Background: an optimization exercise with open tools, aiming at small area, a short achievable clock period and few clock cycles per item. Do not read the settings as production practice. RTL that was checked went through simulation tests only; none was proved equivalent to the original. Only the layout flow was run in runs 2 and 3; the RTL was not checked for function there. Power is estimated from default activity; no workload was simulated.

==> flow/design.v <==
`timescale 1ns/1ns
module divide
   (
	input         clock,		 
	input         reset,		 
	input         start,		 
	input         stop,			 
	input  [31:0] dividend,		 
	input  [31:0] divisor,		 
	output [31:0] quotient,		 
	output [31:0] rest			 
);
reg [31:0] rest_r, quotient_r, rdivisor;
reg [63:0] rdiv;
wire [63:0] muxes_output;
wire [32:0] prest;
assign rest = rest_r;
assign quotient = quotient_r;
always @(posedge clock)
begin
  if ( reset )   
  begin
    rest_r     <= 32'd0;
	quotient_r <= 32'd0;
	rdivisor   <= 32'd0;
	rdiv       <= 64'd0;
  end
  else
  begin
    if ( stop )
    begin
      rest_r     <= rdiv[63:32];
	  quotient_r <= rdiv[31:0];
    end
	if ( start )
	begin
	  rdivisor <= divisor;
	end
	rdiv <= muxes_output;
  end
end
assign prest = rdiv[63:31] - { 1'b0, divisor };
assign muxes_output[30:0] = start ? dividend[30:0] :
                                    { rdiv[29:0], ~prest[32] };
reg [32:0] left_mux_output_r;
always @*
begin
  if ( start )
    left_mux_output_r = { 32'd0, dividend[31] };
  else
  begin
    if ( prest[32] )
	  left_mux_output_r = rdiv[62:30];
	else
	  left_mux_output_r = { prest[31:0], rdiv[30] };
  end
end
assign muxes_output[63:31] = left_mux_output_r;
endmodule
module datapath #(
    parameter RAM_SIZE = 10,
    parameter N = 5,
    parameter NBITS = 32
)(
    input clock,
    input reset,
    output reg [RAM_SIZE-1:0] Addr,
    output [NBITS-1:0] Wdata,
    input [NBITS-1:0] Rdata,
    input [RAM_SIZE-1:0] Ndata,
    input Wdata_control,
    input LoadX_reg,             
    input LoadY_reg,             
    input [2:0] control_Addr,
    input stop_div,
    input start_div,
    output stopvd
);
parameter   resetAddr = 3'd0,
            inc_Addr = 3'd1,
            inc2_Addr = 3'd2,
            dec_Addr = 3'd3,
            hold_Addr = 3'd4;
reg [NBITS-1:0] regX;   
reg [NBITS-1:0] regY;   
wire [NBITS-1:0] rest_w;
wire [NBITS-1:0] quotient_w;
divide u_divide(
    .clock(clock),
    .reset(reset),
    .start(start_div),
    .stop(stop_div),
    .dividend(regX),
    .divisor(regY),
    .quotient(quotient_w),
    .rest(rest_w)
);
assign stopvd = (Addr == (Ndata << 1)) ? 1'b1 : 1'b0;
assign Wdata = Wdata_control ? quotient_w : rest_w;
always @(posedge clock) begin
    case (control_Addr)
        resetAddr:
            Addr <= 'h0;
        inc_Addr:
            Addr <= Addr + 1;
        inc2_Addr:
            Addr <= Addr + 2;
        dec_Addr:
            Addr <= Addr - 1;
        hold_Addr:
            Addr <= Addr;
        default:
            Addr <= Addr;
    endcase
end
always @(posedge clock) begin
    if(reset) begin
        regX <= 0;
        regY <= 0;
    end else begin
        if(LoadX_reg) regX <= Rdata;
        if(LoadY_reg) regY <= Rdata;
    end
end
endmodule
module fsm #(
    parameter RAM_SIZE = 10,
    parameter N = 5,
    parameter NBITS = 32
)(
    input clock,
    input reset,
    output reg Wdata_control,    
    output reg LoadX_reg,        
    output reg LoadY_reg,        
    output reg [2:0] control_Addr,
    output reg stop_div,
    output reg start_div,
    output reg Wenable,
    output reg busyvd,
    input startvd,   
    input stopvd     
);
reg [2:0] state, next_state;
reg [RAM_SIZE-1:0] clock_count;           
parameter   IDLE = 3'd0,
            READ_MEM = 3'd1,              
            DIVISION = 3'd2,              
            WRITE_MEM = 3'd3,             
            STOP = 3'd4;
always @(posedge clock) begin
  if(reset) begin
    state <= IDLE;
    clock_count <= 'd0;
  end else begin
    state <= next_state;
    if(state != IDLE && state != STOP)
      clock_count <= clock_count + 1;
    else
      clock_count <= 'd0;
  end
end
always @(*) begin
  next_state = state;                
  start_div = 0;                     
  stop_div = 0;                      
  Wenable = 0;                       
  busyvd = 1;                        
  LoadX_reg = 0;                     
  LoadY_reg = 0;                     
  Wdata_control = 0;                 
  control_Addr = 3'd4;
  case(state)
    IDLE: begin
      busyvd = 0;
      control_Addr = 'd0;
      if (startvd) begin
        next_state = READ_MEM;       
      end
    end
     READ_MEM: begin                  
      busyvd = 1;                    
      if(clock_count == 0) begin
        LoadX_reg = 1;               
        control_Addr = 3'd1;         
      end
      else if (clock_count == 2)
        LoadY_reg = 1;               
      else if (clock_count == 3) begin
        start_div = 1;               
        next_state = DIVISION;       
      end
    end
    DIVISION: begin                  
      if(clock_count == NBITS + 4)
        stop_div = 1;                
      if(clock_count == NBITS + 5) begin
        Wenable = 1;                 
        control_Addr = 3'd3;         
        next_state = WRITE_MEM;      
      end
    end
    WRITE_MEM: begin                 
        Wenable = 1;                 
        Wdata_control = 1;           
        control_Addr = 3'd2;         
        next_state = STOP;           
    end
    STOP: begin
      if(stopvd) begin
        busyvd = 0;                  
        control_Addr = 3'd0;         
        next_state = IDLE;           
      end else begin
        next_state = READ_MEM;       
      end
    end
  endcase
end
endmodule
module vector_divider #(
    parameter RAM_SIZE = 10,        
    parameter N = 5,
    parameter NBITS = 32            
)(
    input clock,
    input reset,
    output [RAM_SIZE-1:0] Addr,     
    output [NBITS-1:0] Wdata,       
    input [NBITS-1:0] Rdata,        
    input [RAM_SIZE-1:0] Ndata,     
    output Wenable,                 
    input startvd,                  
    output busyvd                   
);
wire LoadX_w;
wire LoadY_w;
wire [2:0] control_Addr_w;
wire stop_div_w;
wire start_div_w;
wire Wdata_control_w;
wire stopvd_w;
fsm #(
    .RAM_SIZE(RAM_SIZE),
    .N(N),
    .NBITS(NBITS)
)   u_fsm(
    .clock(clock),
    .reset(reset),
    .Wdata_control(Wdata_control_w),
    .LoadX_reg(LoadX_w),
    .LoadY_reg(LoadY_w),
    .control_Addr(control_Addr_w),
    .stop_div(stop_div_w),
    .start_div(start_div_w),
    .Wenable(Wenable),
    .busyvd(busyvd),
    .startvd(startvd),
    .stopvd(stopvd_w)
);
datapath #(
    .RAM_SIZE(RAM_SIZE),
    .N(N),
    .NBITS(NBITS)
)   u_datapath(
    .clock(clock),
    .reset(reset),
    .Addr(Addr),
    .Wdata(Wdata),
    .Rdata(Rdata),
    .Ndata(Ndata),
    .Wdata_control(Wdata_control_w),
    .LoadX_reg(LoadX_w),
    .LoadY_reg(LoadY_w),
    .control_Addr(control_Addr_w),
    .stop_div(stop_div_w),
    .start_div(start_div_w),
    .stopvd(stopvd_w)
);
endmodule
==> flow/run.sh <==
#!/bin/bash
# synth_recipe.tcl (not shown) runs the flow's synth.tcl, then flattens the netlist and writes it again
# the make line also repeats each setting of config.mk as NAME=value (left out here)
make -C /OpenROAD-flow-scripts/flow DESIGN_CONFIG=/design/flow/config.mk WORK_HOME=/design/flow/orfs CLKGATE_MAP_FILE= SYNTH_SCRIPT=/design/flow/synth_recipe.tcl finish
==> flow/config.mk <==
export PLATFORM = sky130hd
export DESIGN_NAME = vector_divider
export DESIGN_NICKNAME = vector_divider
export VERILOG_FILES = /design/flow/design.v
export SDC_FILE = /design/flow/constraint.sdc
export NUM_CORES = 4
export LEC_CHECK = 0
export CAP_MARGIN = 20
export CORE_MARGIN = 2
export CORE_UTILIZATION = 40
export SLEW_MARGIN = 20
==> flow/constraint.sdc <==
create_clock -name core_clock -period 4.5 [get_ports {clock}]
set_input_delay 0.9000 -clock core_clock [delete_from_list [all_inputs] [get_ports {clock}]]
set_output_delay 0.9000 -clock core_clock [all_outputs]
set_load 0.01 [all_outputs]
==> results of run 1 <==
## worst min path at each step
| stage | from | end | slack [ps] | cells past startpoint |
|---|---|---|---|---|
| 2_1_floorplan | u_datapath.u_divide.rdiv[0] | u_datapath.u_divide.quotient_r[0] | 430 | 2 |
| 3_3_place_gp | u_datapath.u_divide.rest_r[11] | u_datapath.u_divide.rest_r[11] | 440 | 2 |
| 3_5_place_dp | u_datapath.regX[7] | u_datapath.u_divide.rdiv[7] | 440 | 2 |
| 4_1_cts | u_datapath.u_divide.rdiv[17] | u_datapath.u_divide.quotient_r[17] | 450 | 2 |
| 5_1_grt | u_datapath.u_divide.quotient_r[20] | u_datapath.u_divide.quotient_r[20] | 460 | 2 |
| 6_report | u_datapath.u_divide.quotient_r[4] | u_datapath.u_divide.quotient_r[4] | 450 | 2 |
## state kept, by name, indices dropped and copies added, names as in the netlist
signal	flops
u_datapath.regY	32
u_datapath.Addr	10
u_datapath.u_divide.quotient_r	32
u_datapath.u_divide.rdiv	64
u_fsm.state	3
u_datapath.u_divide.rest_r	32
u_datapath.regX	32
u_fsm.clock_count	10
## synthesized netlist by cell type (3+ instances only)
library cell	n
buf_2	3
nand3b_1	4
nor4_1	3
nor3b_1	3
nor3_1	6
mux2i_1	30
inv_1	51
xor2_1	28
ha_1	45
nand2_1	359
a31oi_1	9
buf_1	5
and3_1	9
mux2_2	32
clkbuf_1	57
nand2b_1	7
dfxtp_1	205
nand3_1	16
o22ai_1	8
edfxtp_1	10
o21bai_1	10
nand4_1	4
a21oi_1	201
nor2b_1	9
nor2_1	63
and2_1	6
o21ai_0	17
a21o_1	12
xnor2_1	32
## metrics by stage
stage	hold slack [ps]	setup slack [ps]	power (mW)
after global placement	438	773	3.87
after CTS	451	682	5.95
after global routing	462	421	6.25
after detailed placement	442	718	3.88
final	450	732	5.89
after floorplan	432	1370	3.63
## cells by family (layout without fill, tap and decap cells)
| kind of cell | Yosys count | after routing |
|---|---|---|
| adders and majority gates | 47 | 47 |
| AOI/OAI and AO/OA | 278 | 278 |
| and+or+nand+nor | 497 | 497 |
| xor gates and xnor gates | 60 | 60 |
| muxes | 62 | 62 |
| DFF | 215 | 215 |
| buffers and inverters | 120 | 192 |
## where the power goes
group,leakage (nW),switching (mW),internal [mW]
Combinational,2.37,0.936,0.819
Clock,0.413,0.779,1.27
Sequential,1.78,0.0713,2.01
## area by class of cell
| type | instances | area, um^2 | share of cell area, % |
|---|---|---|---|
| clock buffer | 35 | 754 | 6.17 |
| sequential | 215 | 4400 | 36.0 |
| timing repair buffer | 99 | 958 | 7.84 |
| inverter | 51 | 191 | 1.57 |
| clock inverter | 7 | 90.1 | 0.737 |
| tap | 330 | 413 | 3.38 |
| multi-input combinational | 944 | 5410 | 44.3 |
## metal layers
metal / track usage [%] / part of all wire, %
met1: 25.2 / 49
met2: 30.8 / 46
met3: 2.54 / 4.0
met4: 3.87 / 1.4
met5: 0 / 0
## critical path, cell delays in order, from the launching register on
cell,delay [ps]
dfxtp_1,360
inv_1,60
ha_1,210
fa_1,400
nand2b_1,180
a21oi_1,260
o21ai_2,160
a2111oi_4,410
nor4b_2,120
o21bai_2,180
a311o_2,930
mux2i_1,290
nor2_1,60
==> flow_summary.ini, run 1 <==
[floorplanning]
io-pin-count = 89
initial_core_util_pct = 40.8
dieArea_um2 = 27000
fp-row-count = 58
coreArea_um2 = 25300
die_x_um = 164
die_y_um = 164

[timing]
relSlewSlack_pct = 28.3
setup_viol = 0
worstMarginPinSlew_ps = 1080
skew_ps = 15.9
slew_viol_final = 0
rsz0062_at_grt = false
hold_viol = 0
min_period_ps = 3770
setup-tns-final_ps = 0
max_freq_ghz = 0.265
finalCritPeriodShare_pct = 83.7

[setup_path]
worst_ep_arrival_time_ps = 4140
critPathLaunch = u_datapath.u_divide.rdiv[31]
cp_max_fo = 36
rr_worst_depth = 12
crit_end = u_datapath.u_divide.rdiv[43]
worstSetupEndpointType = flip-flop
reg2reg_from = u_datapath.u_divide.rdiv[31]
crit_required_ps = 4870
critPathKind = flip-flop to flip-flop
cp-start-kind = flip-flop
reg2reg_to = u_datapath.u_divide.rdiv[43]
r2r_slack_ps = 730

[place]
place_area_um2 = 11400
dp_hpwl_um = 16200
gp_congestion = 0.818
port_buffers = 87
dp_cells = 1639

[global_routing]
grt_antenna_before_repair = 0
grt_overflow = 0
grt.total_usage_pct = 18.3
grt_pass1_wl_um = 40600
grt_max_degree = 64
grt_pass1_vias = 8230

[yosys]
synth_area_leader_cell = dfxtp_1
netlist_top_cells_area = dfxtp_1, nand2_1, a21oi_1
avgSynthCellArea_um2 = 8.05
muxShareOfSynthArea_pct = 6.42
synth_flop_cell = dfxtp_1
synth-seq-cells = 215
async_flop_share_pct = 0
netlist.area_leader.share_pct = 39.9
synth_top_family_by_area = simple AND/OR/NAND/NOR gates
synth_cell_type_count = 53
synth-edff-count = 10
syn_nets = 1371
netlist_area_um2 = 10300
yosys.area_share.simple_pct = 19.9
yosys_warnings = 3
synthXorXnorAreaFrac_pct = 5.10
netlist_instances = 1279
yosys.area_share.adder_pct = 5.86
synth_compound_area_share_pct = 15.2
yosysSeqAreaShare_pct = 42.8

[pwr]
power.density_nw_per_um2 = 482
vdd_drop_max_v = 0.000303
leakage_nw = 4.56

[routing]
drc = 0
vias = 8479
routed_wl_um = 24200
routed_via_density = 5.04
dr.pass1.iters = 4
routedWlPerCell_um = 14.4
initialDrtViolationCount = 408
ant_nets = 0

[finish]
final_cells = 1681
nets = 1427
antennaDiodeCount = 0
area_delta_synth_final_pct = 18.7
mostFrequentLayoutCells = nand2_1, dfxtp_1, a21oi_1, clkdlybuf4s50_1, nor2_1
fin_area_um2 = 12200
drive_above_1_share_pct = 7.25
final_core_util_pct = 48.4
num-fill-cells = 2499
final_common_cell = nand2_1

[clock_network]
clk_latency_ps = 520
cts_tree = built
ctsResizeCount = 0
postCtsHoldBufs = 0
clk_transition_reported_paths_ps = 60
cts_made_buffers = 24
root_buffer = clkbuf_16
cts_setup_buffers = 0
cts_sinks = 215
clk_path_buf_depth = 3
htreeDepth = 1

[flow_run]
drv_cap = 0

[outcome]
outcome = timing/DRC/antenna clean

[min_path]
hold_path_class = flip-flop to flip-flop
Testbench counts, summed over its fixed seeds: cycles 28,048, items 700.
==> inputs of run 2 (changes only) <==
==> flow/design.v (replaced) <==
module vector_divider #(
    parameter RAM_SIZE = 10,
    parameter N = 5,
    parameter NBITS = 32
)(
    input clock,
    input reset,
    output reg [RAM_SIZE-1:0] Addr,
    output [NBITS-1:0] Wdata,
    input [NBITS-1:0] Rdata,
    input [RAM_SIZE-1:0] Ndata,
    output reg Wenable,
    input startvd,
    output reg busyvd
);
localparam RX = 3;            
localparam XW = 32 + RX;      
localparam [3:0] IDLE = 4'd0,
                 C1   = 4'd1,    
                 C2   = 4'd2,    
                 D1   = 4'd3,    
                 P1   = 4'd4,    
                 P2   = 4'd5,    
                 E    = 4'd6,    
                 W1   = 4'd7,    
                 W2   = 4'd8;    
reg [3:0] state, nstate;
reg first, wsel;
reg [31:0] R, Q;
reg [XW-1:0] X;
reg [5:0] j;
wire [32:0] diff = {1'b0, R} - {1'b0, X[31:0]};
wire ge = ~diff[32] & ~|X[XW-1:32];
wire ph1 = (state == D1) | (state == P1);
wire shl = ge & ~j[5];                  
wire last = (Addr[9:1] == Ndata[8:0]);  
wire done2 = (j == 6'd0);
assign Wdata = wsel ? Q : R;
always @(*) begin
    nstate = state;
    case (state)
        IDLE: if (startvd) nstate = C1;
        C1:   nstate = C2;
        C2:   nstate = D1;
        D1:   nstate = shl ? P1 : E;
        P1:   if (!shl) nstate = P2;
        P2:   if (done2) nstate = last ? W1 : C1;
        E:    nstate = last ? W1 : C1;
        W1:   nstate = W2;
        default: nstate = IDLE;
    endcase
end
always @(posedge clock) begin
    if (reset) begin
        state <= IDLE;
        Addr <= 10'd1;
        first <= 1'b0;
        busyvd <= 1'b0;
        Wenable <= 1'b0;
        wsel <= 1'b0;
    end else begin
        state <= nstate;
        busyvd <= (nstate != IDLE);
        wsel <= (nstate == D1) | (nstate == W2);
        Wenable <= ((nstate == C2) | (nstate == D1)) & ~first | (nstate == W1) | (nstate == W2);
        case (state)
            IDLE: if (startvd) begin
                Addr <= Addr - 10'd1;
                first <= 1'b1;
            end
            C1: Addr <= Addr - 10'd1;
            C2: Addr <= Addr - 10'd1;
            D1: begin
                Addr <= Addr + 10'd5;
                first <= 1'b0;
            end
            P2: if (done2) Addr <= last ? Addr - 10'd2 : Addr - 10'd1;
            E:  Addr <= last ? Addr - 10'd2 : Addr - 10'd1;
            W1: Addr <= Addr - 10'd1;
            W2: Addr <= 10'd1;
            default: ;
        endcase
    end
end
always @(posedge clock) begin
    if (state == C1)
        X <= {{RX{1'b0}}, Rdata};
    else if (ph1)
        X <= shl ? {X[XW-1-RX:0], {RX{1'b0}}} : {1'b0, X[XW-1:1]};
    else if (state == P2)
        X <= {1'b0, X[XW-1:1]};
    if (state == C2)
        R <= Rdata;
    else if (state == P2 && ge)
        R <= diff[31:0];
    if (state == D1)
        Q <= 32'd0;
    else if (state == P2)
        Q <= {Q[30:0], ge};
    if (state == C1)
        j <= 6'd0;
    else if (ph1)
        j <= shl ? j + RX : j - 6'd1;
    else if (state == P2)
        j <= j - 6'd1;
end
endmodule
==> run 2 against run 1 <==
Effect of this change:
- total power decreased by 4.0%
- critical path type unchanged
- core utilization up 0.55 points
- die area is 21% lower
- highest routed layer unchanged
- routed wire length is 8.9% lower
- combinational power rose by 42%
- count of clock-buffer cells in the layout down 17
- sequential cell count decreased by 92
- synthesized cell count is 24% lower
==> flow_summary.ini, run 2 <==
[yosys]
yosysSeqAreaShare_pct = 38.2
synth_cell_type_count = 68
synth_flop_cell = edfxtp_1
yosysMostFrequentCell = nand2_1
syn_nets = 1058
yosys_warnings = 1
netlist.area_leader.share_pct = 23.6
synth-edff-count = 64
netlist_instances = 974
async_flop_share_pct = 0
netlist_top_cells_area = edfxtp_1, dfxtp_1, nand2_1
yosys-top-cells-count = nand2_1, a21oi_1, nor2_1
netlist_area_um2 = 8130
synth_area_leader_cell = edfxtp_1
synth-seq-cells = 123
avgSynthCellArea_um2 = 8.35

[finish]
regMostFlops = X
area_delta_synth_final_pct = 21.0
top_regs = X (35), Q (32), R (32)
drive_above_1_share_pct = 7.58
final_common_cell = nand2_1
final_core_util_pct = 48.9
mostFrequentLayoutCells = nand2_1, a21oi_1, clkdlybuf4s50_1, nor2_1, o21ai_0
largest_reg_flops = 35
nets = 1126
antennaDiodeCount = 0

[floorplanning]
fp-row-count = 52
dieArea_um2 = 21500
coreArea_um2 = 20100
initial_core_util_pct = 40.4
die_y_um = 147
die_x_um = 147
io-pin-count = 89

[pwr]
power.density_nw_per_um2 = 575
clkPwrFrac_pct = 25.5
vdd_drop_max_v = 0.000294
power_frac_seq_pct = 30.7
leakage_nw = 3.84
power.total_mw = 5.66
power_frac_comb_pct = 43.8
p_sw_mw = 2.14
p_sw_share_pct = 37.8
internal_power_mw = 3.52

[timing]
slew_viol_final = 0
setup-tns-final_ps = 0
relSlewSlack_pct = 34.7
hold_viol = 0
setup_viol = 0
max_freq_ghz = 0.295
rsz0062_at_grt = false
min_period_ps = 3400
finalCritPeriodShare_pct = 75.5
skew_ps = 5.95
worstMarginPinSlew_ps = 955

[global_routing]
grt.total_usage_pct = 21.1
grt_overflow = 0
grt_max_degree = 66
grt_pass1_wl_um = 36200
grt_pass1_vias = 6941
grt_antenna_before_repair = 0

[routing]
dr.pass1.iters = 5
drc = 0
initialDrtViolationCount = 595
routed_wl_um = 22100
vias = 7182
routed_via_density = 5.42
ant_nets = 0
routedWlPerCell_um = 16.7

[place]
dp_hpwl_um = 15400
port_buffers = 87
gp_congestion = 0.859

[setup_path]
cp_max_fo = 25
worstSetupEndpointType = flip-flop
worst_ep_arrival_time_ps = 3550
critical_path.cell_chain = ha_1 -> fa_1 -> nand2b_1 -> a21oi_1 -> nor3b_1 -> or2_2 -> a21oi_2 -> o21ai_2 -> nor2_4 -> buf_4 -> mux2i_1 -> o21ai_0
cp_slowest_stage_delay_ps = 410
slowest_stage = edfxtp_1
critPathKind = flip-flop to flip-flop
crit_required_ps = 4650
critPathTopFamily = simple AND/OR/NAND/NOR gates
critical_path_buf_inv_count = 1
cp-start-kind = flip-flop

[flow_run]
drv_cap = 0

[clock_network]
cts_setup_buffers = 0
postCtsHoldBufs = 0
clk_latency_ps = 430
cts_tree = built
cts_made_buffers = 17
htreeDepth = 4
ctsResizeCount = 0
cts_sinks = 123
clk_path_buf_depth = 2
root_buffer = clkbuf_16
clk_transition_reported_paths_ps = 60

[outcome]
outcome = timing/DRC/antenna clean

[min_path]
hold_path_class = flip-flop to flip-flop
## run 2: cell types whose count changed in the layout (fill, tap and decap cells not counted), sizes merged, moves of 6 or more
cell and delta:
nor3 +8, a21o +6, nand2 -184, ha -7, xnor2 -20, dfxtp -146
o21ai +56, nor2 +10, a21oi -86, a41oi +6, clkbuf -17, inv -8
o31ai +8, edfxtp +54
## run 2: power by group through the flow
stage / Clock [mW] / Sequential, mW / Combinational, mW
floorplan: 0 / 1.66 / 1.82
global placement: 0 / 1.76 / 2.44
detailed placement: 0 / 1.76 / 2.46
CTS: 1.46 / 1.74 / 2.47
global route: 1.50 / 1.77 / 2.78
finish: 1.44 / 1.74 / 2.48
## run 2: cell families (layout without fill, tap and decap cells)
group,Yosys count,after routing,synth area share [%]
AND/OR/NAND/NOR,331,331,17.8
AO/OA/AOI/OAI,284,284,20.8
flip-flops,123,123,38.2
buffers and inverters,95,176,4.74
multiplexers,63,63,8.22
adder cells (fa/ha/maj),39,39,6.09
XOR/XNOR,39,39,4.20
## run 2: worst paths after layout
kind / cells after the start / slack [ps] / endpoint / start
hold reg to reg: 1 / 450 / j[0] / j[0]
hold / removal: 1 / 450 / j[0] / j[0]
setup reg to reg: 12 / 1100 / X[8] / X[0]
setup / recovery: 12 / 1100 / X[8] / X[0]
## run 2: final cells by class
type | instances | area (um^2)
multi-input combinational | 756 | 4660
clock buffer | 18 | 429
timing repair buffer | 101 | 976
tap | 270 | 338
inverter | 43 | 161
sequential | 123 | 3100
clock inverter | 14 | 178
fill | 1933 | 10300
## run 2: per-layer routing
layer | share of wire (%) | track usage (%) | routed length [um]
met3 | 5.0 | 3.38 | 1110
met5 | 0 | 0 | 0
met2 | 45 | 33.6 | 10000
met1 | 48 | 29.1 | 10500
met4 | 1.9 | 7.72 | 429
## run 2: per-stage QoR
stage               setup WS [ps]  instance area, um^2  hold WS (ps)  cells
finish                       1100                 9840           455   1325
global route                  835                 9840           483   1325
CTS                          1060                 9840           456   1325
detailed placement            972                 9230           449   1293
global placement              973                 9230           441   1293
floorplan                    1310                 8130           429    974
==> inputs of run 3 (changes only) <==
--- a/flow/config.mk
+++ b/flow/config.mk
@@ -5,6 +5,7 @@
 export SDC_FILE = /design/flow/constraint.sdc
 export NUM_CORES = 4
 export LEC_CHECK = 0
+export ABC_CLOCK_PERIOD_IN_PS = 2500
 export CAP_MARGIN = 20
 export CORE_MARGIN = 2
 export CORE_UTILIZATION = 40
==> run 3 against run 2 <==
Effect of this change:
- total power unchanged
- combinational power about the same
- design area unchanged
- sequential cell count unchanged
- largest power group unchanged
- sequential power barely moved
- via count did not move
- global-route usage unchanged
==> flow_summary.ini, run 3 <==
[finish]
fin_area_um2 = 9840
final_common_cell = nand2_1
regMostFlops = X
top_regs = X (35), Q (32), R (32)
drive_above_1_share_pct = 7.58
nets = 1126
area_delta_synth_final_pct = 21.0
mostFrequentLayoutCells = nand2_1, a21oi_1, clkdlybuf4s50_1, nor2_1, o21ai_0
antennaDiodeCount = 0
final_core_util_pct = 48.9
final_cells = 1325
largest_reg_flops = 35

[setup_path]
cp_slowest_stage_delay_ps = 410
r2r_slack_ps = 1100
critical_path_buf_inv_count = 1
cp-start-kind = flip-flop
reg2reg_to = X[8]
worstSetupEndpointType = flip-flop
crit_required_ps = 4650
slowest_stage = edfxtp_1
reg2reg_from = X[0]
rr_worst_depth = 12
cp_max_fo = 25
critPathKind = flip-flop to flip-flop
critPathTopFamily = simple AND/OR/NAND/NOR gates
worst_ep_arrival_time_ps = 3550
critical_path.cell_chain = ha_1 -> fa_1 -> nand2b_1 -> a21oi_1 -> nor3b_1 -> or2_2 -> a21oi_2 -> o21ai_2 -> nor2_4 -> buf_4 -> mux2i_1 -> o21ai_0

[place]
dp_hpwl_um = 15400
place_area_um2 = 9230
dp_cells = 1293
gp_congestion = 0.859
post-place-ws_ps = 972
port_buffers = 87

[routing]
routedWlPerCell_um = 16.7
routed_wl_um = 22100
vias = 7182
dr.pass1.iters = 5
routed_via_density = 5.42
drc = 0
ant_nets = 0
initialDrtViolationCount = 595

[timing]
slew_viol_final = 0
skew_ps = 5.95
min_period_ps = 3400
hold_viol = 0
final.setup.worst_slack_ps = 1100
relSlewSlack_pct = 34.7
max_freq_ghz = 0.295
worstMarginPinSlew_ps = 955
rsz0062_at_grt = false
setup-tns-final_ps = 0
hold_slack_ps = 455
setup_viol = 0
finalCritPeriodShare_pct = 75.5

[pwr]
power.density_nw_per_um2 = 575
vdd_drop_max_v = 0.000294
leakage_nw = 3.84
power_frac_seq_pct = 30.7
power_frac_comb_pct = 43.8
p_sw_share_pct = 37.8
p_sw_mw = 2.14
clkPwrFrac_pct = 25.5
power.total_mw = 5.66
internal_power_mw = 3.52

[yosys]
avgSynthCellArea_um2 = 8.35
netlist_instances = 974
yosys-top-cells-count = nand2_1, a21oi_1, nor2_1
synth_area_leader_cell = edfxtp_1
async_flop_share_pct = 0
yosys_warnings = 1
syn_nets = 1058
synth-edff-count = 64
yosysSeqAreaShare_pct = 38.2
netlist_area_um2 = 8130
synth_cell_type_count = 68
synth_flop_cell = edfxtp_1
synth-seq-cells = 123
netlist.area_leader.share_pct = 23.6
netlist_top_cells_area = edfxtp_1, dfxtp_1, nand2_1
yosysMostFrequentCell = nand2_1

[floorplanning]
coreArea_um2 = 20100
die_x_um = 147
initial_core_util_pct = 40.4
die_y_um = 147
io-pin-count = 89
fp-row-count = 52
dieArea_um2 = 21500

[global_routing]
grt_antenna_before_repair = 0
grt_pass1_wl_um = 36200
grt_max_degree = 66
grt.total_usage_pct = 21.1
grt_overflow = 0
grt_pass1_vias = 6941

[clock_network]
ctsResizeCount = 0
cts_sinks = 123
clk_latency_ps = 430
postCtsHoldBufs = 0
root_buffer = clkbuf_16
htreeDepth = 4
cts_setup_buffers = 0
clk_transition_reported_paths_ps = 60
cts_made_buffers = 17
cts_tree = built
clk_path_buf_depth = 2

[outcome]
outcome = timing/DRC/antenna clean

[min_path]
min_path_cells = 1
hold_path_class = flip-flop to flip-flop
min_from = j[0]
min_to = j[0]

[flow_run]
drv_cap = 0
## run 3: cell counts in the layout (fill, tap and decap cells not counted)
No cell type changed its count.
## run 3: cells by family (layout without fill, tap and decap cells)
| kind of cell | count (synthesis) | after routing | share of synthesized area, % |
|---|---|---|---|
| xor gates and xnor gates | 39 | 39 | 4.20 |
| DFF | 123 | 123 | 38.2 |
| muxes | 63 | 63 | 8.22 |
| and+or+nand+nor | 331 | 331 | 17.8 |
| adders and majority gates | 39 | 39 | 6.09 |
| AOI/OAI and AO/OA | 284 | 284 | 20.8 |
| buffers and inverters | 95 | 176 | 4.74 |
## run 3: cell type report
class,instances,area (um^2)
clock buffers,18,429
clock inverters,14,178
fillers,1933,10300
inverters,43,161
multi-input cells,756,4660
flip-flops and latches,123,3100
well taps,270,338
repair buffers,101,976
## run 3: how the worst max path moves through the flow
stage,depth (start not counted),end,startpoint
floorplan,11,R[0],X[0]
global placement,9,Addr[8],Ndata[7]
detailed placement,9,Addr[8],Ndata[7]
CTS,12,X[8],X[0]
global route,12,X[8],X[0]
finish,12,X[8],X[0]
## run 3: power groups by stage
stage	registers, mW	clock network (mW)	logic, mW
final	1.74	1.44	2.48
after global routing	1.77	1.50	2.78
after CTS	1.74	1.46	2.47
after detailed placement	1.76	0	2.46
after global placement	1.76	0	2.44
after floorplan	1.66	0	1.82
## run 3: layer usage
layer	global-route usage, %	share of wire, %	up-vias
met5	0	0	-
met4	7.72	1.9	0
met3	3.38	5.0	26
met2	33.6	45	211
met1	29.1	48	3342
li1	-	-	3603
## run 3: worst register-to-register path, stage by stage, from the launching register on
cell      delay (ps)
edfxtp_1         410
ha_1             230
fa_1             400
nand2b_1         190
a21oi_1          200
nor3b_1          100
or2_2            340
a21oi_2          210
o21ai_2          180
nor2_4           110
buf_4            390
mux2i_1          290
o21ai_0           90
==> inputs of run 4 (changes only) <==
==> flow/design.v (replaced) <==
module vector_divider #(
    parameter RAM_SIZE = 10,
    parameter N = 5,
    parameter NBITS = 32
)(
    input clock,
    input reset,
    output reg [RAM_SIZE-1:0] Addr,
    output [NBITS-1:0] Wdata,
    input [NBITS-1:0] Rdata,
    input [RAM_SIZE-1:0] Ndata,
    output Wenable,
    input startvd,
    output busyvd
);
localparam RX = 3;            
localparam XW = 32 + RX;      
localparam [3:0] IDLE = 4'd0,
                 C1   = 4'd1,    
                 C2   = 4'd2,    
                 D1   = 4'd3,    
                 P1   = 4'd4,    
                 P2   = 4'd5,    
                 E    = 4'd6,    
                 W1   = 4'd7,    
                 W2   = 4'd8;    
reg [3:0] state;
reg first;
reg [31:0] R, Q;
reg [XW-1:0] X;
reg [5:0] j;
wire [32:0] diff = {1'b0, R} - {1'b0, X[31:0]};
wire ge = ~diff[32] & ~|X[XW-1:32];
wire ph1 = (state == D1) | (state == P1);
wire shl = ge & ~j[5];                  
wire last = (Addr[9:1] == Ndata[8:0]);  
wire done2 = (j == 6'd0);
assign busyvd = (state != IDLE);
assign Wenable = ((state == C2) | (state == D1)) & ~first | (state == W1) | (state == W2);
assign Wdata = ((state == D1) | (state == W2)) ? Q : R;
always @(posedge clock) begin
    if (reset) begin
        state <= IDLE;
        Addr <= 10'd1;
        first <= 1'b0;
    end else begin
        case (state)
            IDLE: if (startvd) begin
                state <= C1;
                Addr <= Addr - 10'd1;
                first <= 1'b1;
            end
            C1: begin
                state <= C2;
                Addr <= Addr - 10'd1;
            end
            C2: begin
                state <= D1;
                Addr <= Addr - 10'd1;
            end
            D1: begin
                state <= shl ? P1 : E;
                Addr <= Addr + 10'd5;
                first <= 1'b0;
            end
            P1: if (!shl) state <= P2;
            P2: if (done2) begin
                state <= last ? W1 : C1;
                Addr <= last ? Addr - 10'd2 : Addr - 10'd1;
            end
            E: begin
                state <= last ? W1 : C1;
                Addr <= last ? Addr - 10'd2 : Addr - 10'd1;
            end
            W1: begin
                state <= W2;
                Addr <= Addr - 10'd1;
            end
            default: begin
                state <= IDLE;
                Addr <= 10'd1;
            end
        endcase
    end
end
always @(posedge clock) begin
    if (state == C1)
        X <= {{RX{1'b0}}, Rdata};
    else if (ph1)
        X <= shl ? {X[XW-1-RX:0], {RX{1'b0}}} : {1'b0, X[XW-1:1]};
    else if (state == P2)
        X <= {1'b0, X[XW-1:1]};
    if (state == C2)
        R <= Rdata;
    else if (state == P2 && ge)
        R <= diff[31:0];
    if (state == D1)
        Q <= 32'd0;
    else if (state == P2)
        Q <= {Q[30:0], ge};
    if (state == C1)
        j <= 6'd0;
    else if (ph1)
        j <= shl ? j + RX : j - 6'd1;
    else if (state == P2)
        j <= j - 6'd1;
end
endmodule
--- a/flow/config.mk
+++ b/flow/config.mk
@@ -5,7 +5,6 @@
 export SDC_FILE = /design/flow/constraint.sdc
 export NUM_CORES = 4
 export LEC_CHECK = 0
-export ABC_CLOCK_PERIOD_IN_PS = 2500
 export CAP_MARGIN = 20
 export CORE_MARGIN = 2
 export CORE_UTILIZATION = 40
==> run 4 against run 3 <==
Effect of this change:
- largest cell class unchanged
- still clean
- via count is 4.0% higher
- total power is 60% higher
- design area is 1.0% higher
- count of clock-buffer cells in the layout is 5 higher
==> flow_summary.ini, run 4 <==
[setup_path]
worstSetupEndpointType = output port
cp_max_fo = 19
rr_worst_depth = 11
worst_ep_arrival_time_ps = 3160
critPathKind = flip-flop to output port
crit_required_ps = 3600
critical_path.cell_chain = or3b_2 -> a21oi_4 -> buf_4 -> nand2_1 -> o21ai_0 -> clkdlybuf4s50_1
slowest_stage = dfxtp_1
cp_slowest_stage_delay_ps = 670
cp-start-kind = flip-flop

[yosys]
netlist.area_leader.share_pct = 23.3
avgSynthCellArea_um2 = 8.20
netlist_area_um2 = 8250
async_flop_share_pct = 0
synth_area_leader_cell = edfxtp_1
synth_cell_type_count = 74
synth_top_family_by_area = compound AO/OA/AOI/OAI gates
netlist_instances = 1006
netlist_top_cells_area = edfxtp_1, dfxtp_1, nand2_1
yosys.area_share.adder_pct = 6.16
synth_flop_cell = edfxtp_1
muxShareOfSynthArea_pct = 4.72
synth_compound_area_share_pct = 22.7
yosysSeqAreaShare_pct = 36.9
synth-edff-count = 64
syn_nets = 1091
yosys-top-cells-count = nand2_1, a21oi_1, nor2_1
synth-seq-cells = 120
yosysMostFrequentCell = nand2_1
yosys_warnings = 1
synthXorXnorAreaFrac_pct = 3.72
yosys.area_share.simple_pct = 20.5

[place]
post-place-ws_ps = 905
gp_congestion = 0.871
port_buffers = 87
dp_hpwl_um = 16600

[timing]
max_freq_ghz = 0.246
finalCritPeriodShare_pct = 90.3
final.setup.worst_slack_ps = 437
skew_ps = 16.4
slew_viol_final = 0
rsz0062_at_grt = false
hold_slack_ps = 449
setup_viol = 0
hold_viol = 0
relSlewSlack_pct = 41.3
min_period_ps = 4060
setup-tns-final_ps = 0
worstMarginPinSlew_ps = 877

[global_routing]
grt_overflow = 0
grt.total_usage_pct = 21.5
grt_max_degree = 59
grt_pass1_wl_um = 37100
grt_antenna_before_repair = 0
grt_pass1_vias = 7030

[floorplanning]
initial_core_util_pct = 40.8
fp-row-count = 52
die_x_um = 148
coreArea_um2 = 20200
dieArea_um2 = 21800
die_y_um = 148
io-pin-count = 89

[finish]
drive_above_1_share_pct = 9.06
antennaDiodeCount = 0
num-fill-cells = 1969
regMostFlops = X
top_regs = X (35), Q (32), R (32)
final_common_cell = nand2_1
largest_reg_flops = 35
mostFrequentLayoutCells = nand2_1, a21oi_1, nor2_1, clkdlybuf4s50_1, edfxtp_1
nets = 1154
final_core_util_pct = 49.1
area_delta_synth_final_pct = 20.5

[pwr]
power.total_mw = 9.06
p_sw_mw = 4.02
clkPwrFrac_pct = 15.1
power.density_nw_per_um2 = 911
vdd_drop_max_v = 0.000331
power_frac_comb_pct = 59.4
p_sw_share_pct = 44.3
internal_power_mw = 5.04
power_frac_seq_pct = 25.4
leakage_nw = 3.80

[routing]
vias = 7470
ant_nets = 0
drc = 0
routed_wl_um = 23400
routed_via_density = 5.53
initialDrtViolationCount = 472
routedWlPerCell_um = 17.3
dr.pass1.iters = 5

[outcome]
outcome = timing/DRC/antenna clean

[min_path]
min_path_cells = 2
hold_path_class = flip-flop to flip-flop

[clock_network]
cts_setup_buffers = 0
clk_path_buf_depth = 2
cts_made_buffers = 17
ctsResizeCount = 0
clk_latency_ps = 430
cts_sinks = 120
postCtsHoldBufs = 0
root_buffer = clkbuf_16
clk_transition_reported_paths_ps = 60
htreeDepth = 4
cts_tree = built

[flow_run]
drv_cap = 0
## run 4: logic make-up after synthesis
group / count (synthesis)
flip-flops: 120
AO/OA/AOI/OAI: 293
multiplexers: 35
buffers and inverters: 105
adder cells (fa/ha/maj): 40
AND/OR/NAND/NOR: 378
XOR/XNOR: 35
## run 4: cell type report
type | count | area, um^2 | share of cell area [%]
Clock inverter | 9 | 96.3 | 0.969
Multi-Input combinational cell | 781 | 4800 | 48.3
Clock buffer | 23 | 489 | 4.92
Timing Repair Buffer | 102 | 996 | 10.0
Sequential cell | 120 | 3040 | 30.6
Inverter | 47 | 176 | 1.77
Tap cell | 270 | 338 | 3.40
## run 4: worst paths after layout
path	to	slack [ps]	start
max	Wdata[1]	440	state[3]
min	Q[31]	450	Q[31]
max reg2reg	R[20]	930	X[0]
min reg2reg	Q[31]	450	Q[31]
## run 4: power by group through the flow
stage / Combinational (mW) / Sequential, mW / Clock [mW]
after floorplan: 4.02 / 2.11 / 0
after global placement: 5.26 / 2.32 / 0
after detailed placement: 5.31 / 2.32 / 0
after CTS: 5.37 / 2.30 / 1.38
after global routing: 5.94 / 2.37 / 1.44
final: 5.38 / 2.30 / 1.37
## run 4: per-stage QoR
step | area [um^2] | instances
CTS | 9940 | 1352
floorplan | 8250 | 1006
global placement | 9350 | 1320
global route | 9940 | 1352
detailed placement | 9350 | 1320
finish | 9940 | 1352
## run 4: worst max-delay path: cells and delay by family (launching register included)
| kind | cells | cell delay (ps) |
|---|---|---|
| buffers and inverters | 2 | 930 |
| DFF | 1 | 670 |
| and+or+nand+nor | 2 | 610 |
| AOI/OAI and AO/OA | 2 | 520 |
## run 4: routing by layer
metal / track usage [%] / part of all wire (%) / vias to the layer above
met1: 30.3 / 48 / 3497
met4: 7.45 / 2.2 / 0
met5: 0 / 0 / -
li1: - / - / 3742
met3: 3.86 / 4.7 / 35
met2: 33.4 / 45 / 196
Testbench counts of run 4, summed over its fixed seeds: cycles 8,089, items 700.

-- afterwards: timing with drivers on the ports --
How much do the figures lean on ideal ports? The routed layouts below were timed once more, with nothing changed but the port constraints.
Step 1, drivers: a clkbuf_16 drives clock and a buf_2 each remaining input, both assumed.
Step 2 moves the port delays by t, midway between the first and last clock arrival at a register: inputs arrive t later, outputs are due t later. That takes back most of the time a late clock gives input paths.
a / b / c = ideal / step 1 / step 2; a / b = the first two.
run	t, ns	setup slack, ns	latest minus earliest clock arrival (ns)	slew at the worst register clock pin (ns)	pins driven straight from the clock port
run 1	0.553	0.732 / 0.723 / 0.723	0.016 / 0.016	0.06 / 0.06	1
run 2	0.470	1.105 / 1.105 / 0.932	0.006 / 0.006	0.06 / 0.06	1
run 3	0.470	1.105 / 1.105 / 0.932	0.006 / 0.006	0.06 / 0.06	1
run 4	0.466	0.437 / 0.393 / 0.858	0.016 / 0.017	0.06 / 0.06	1
After both steps every run listed still meets setup and hold.
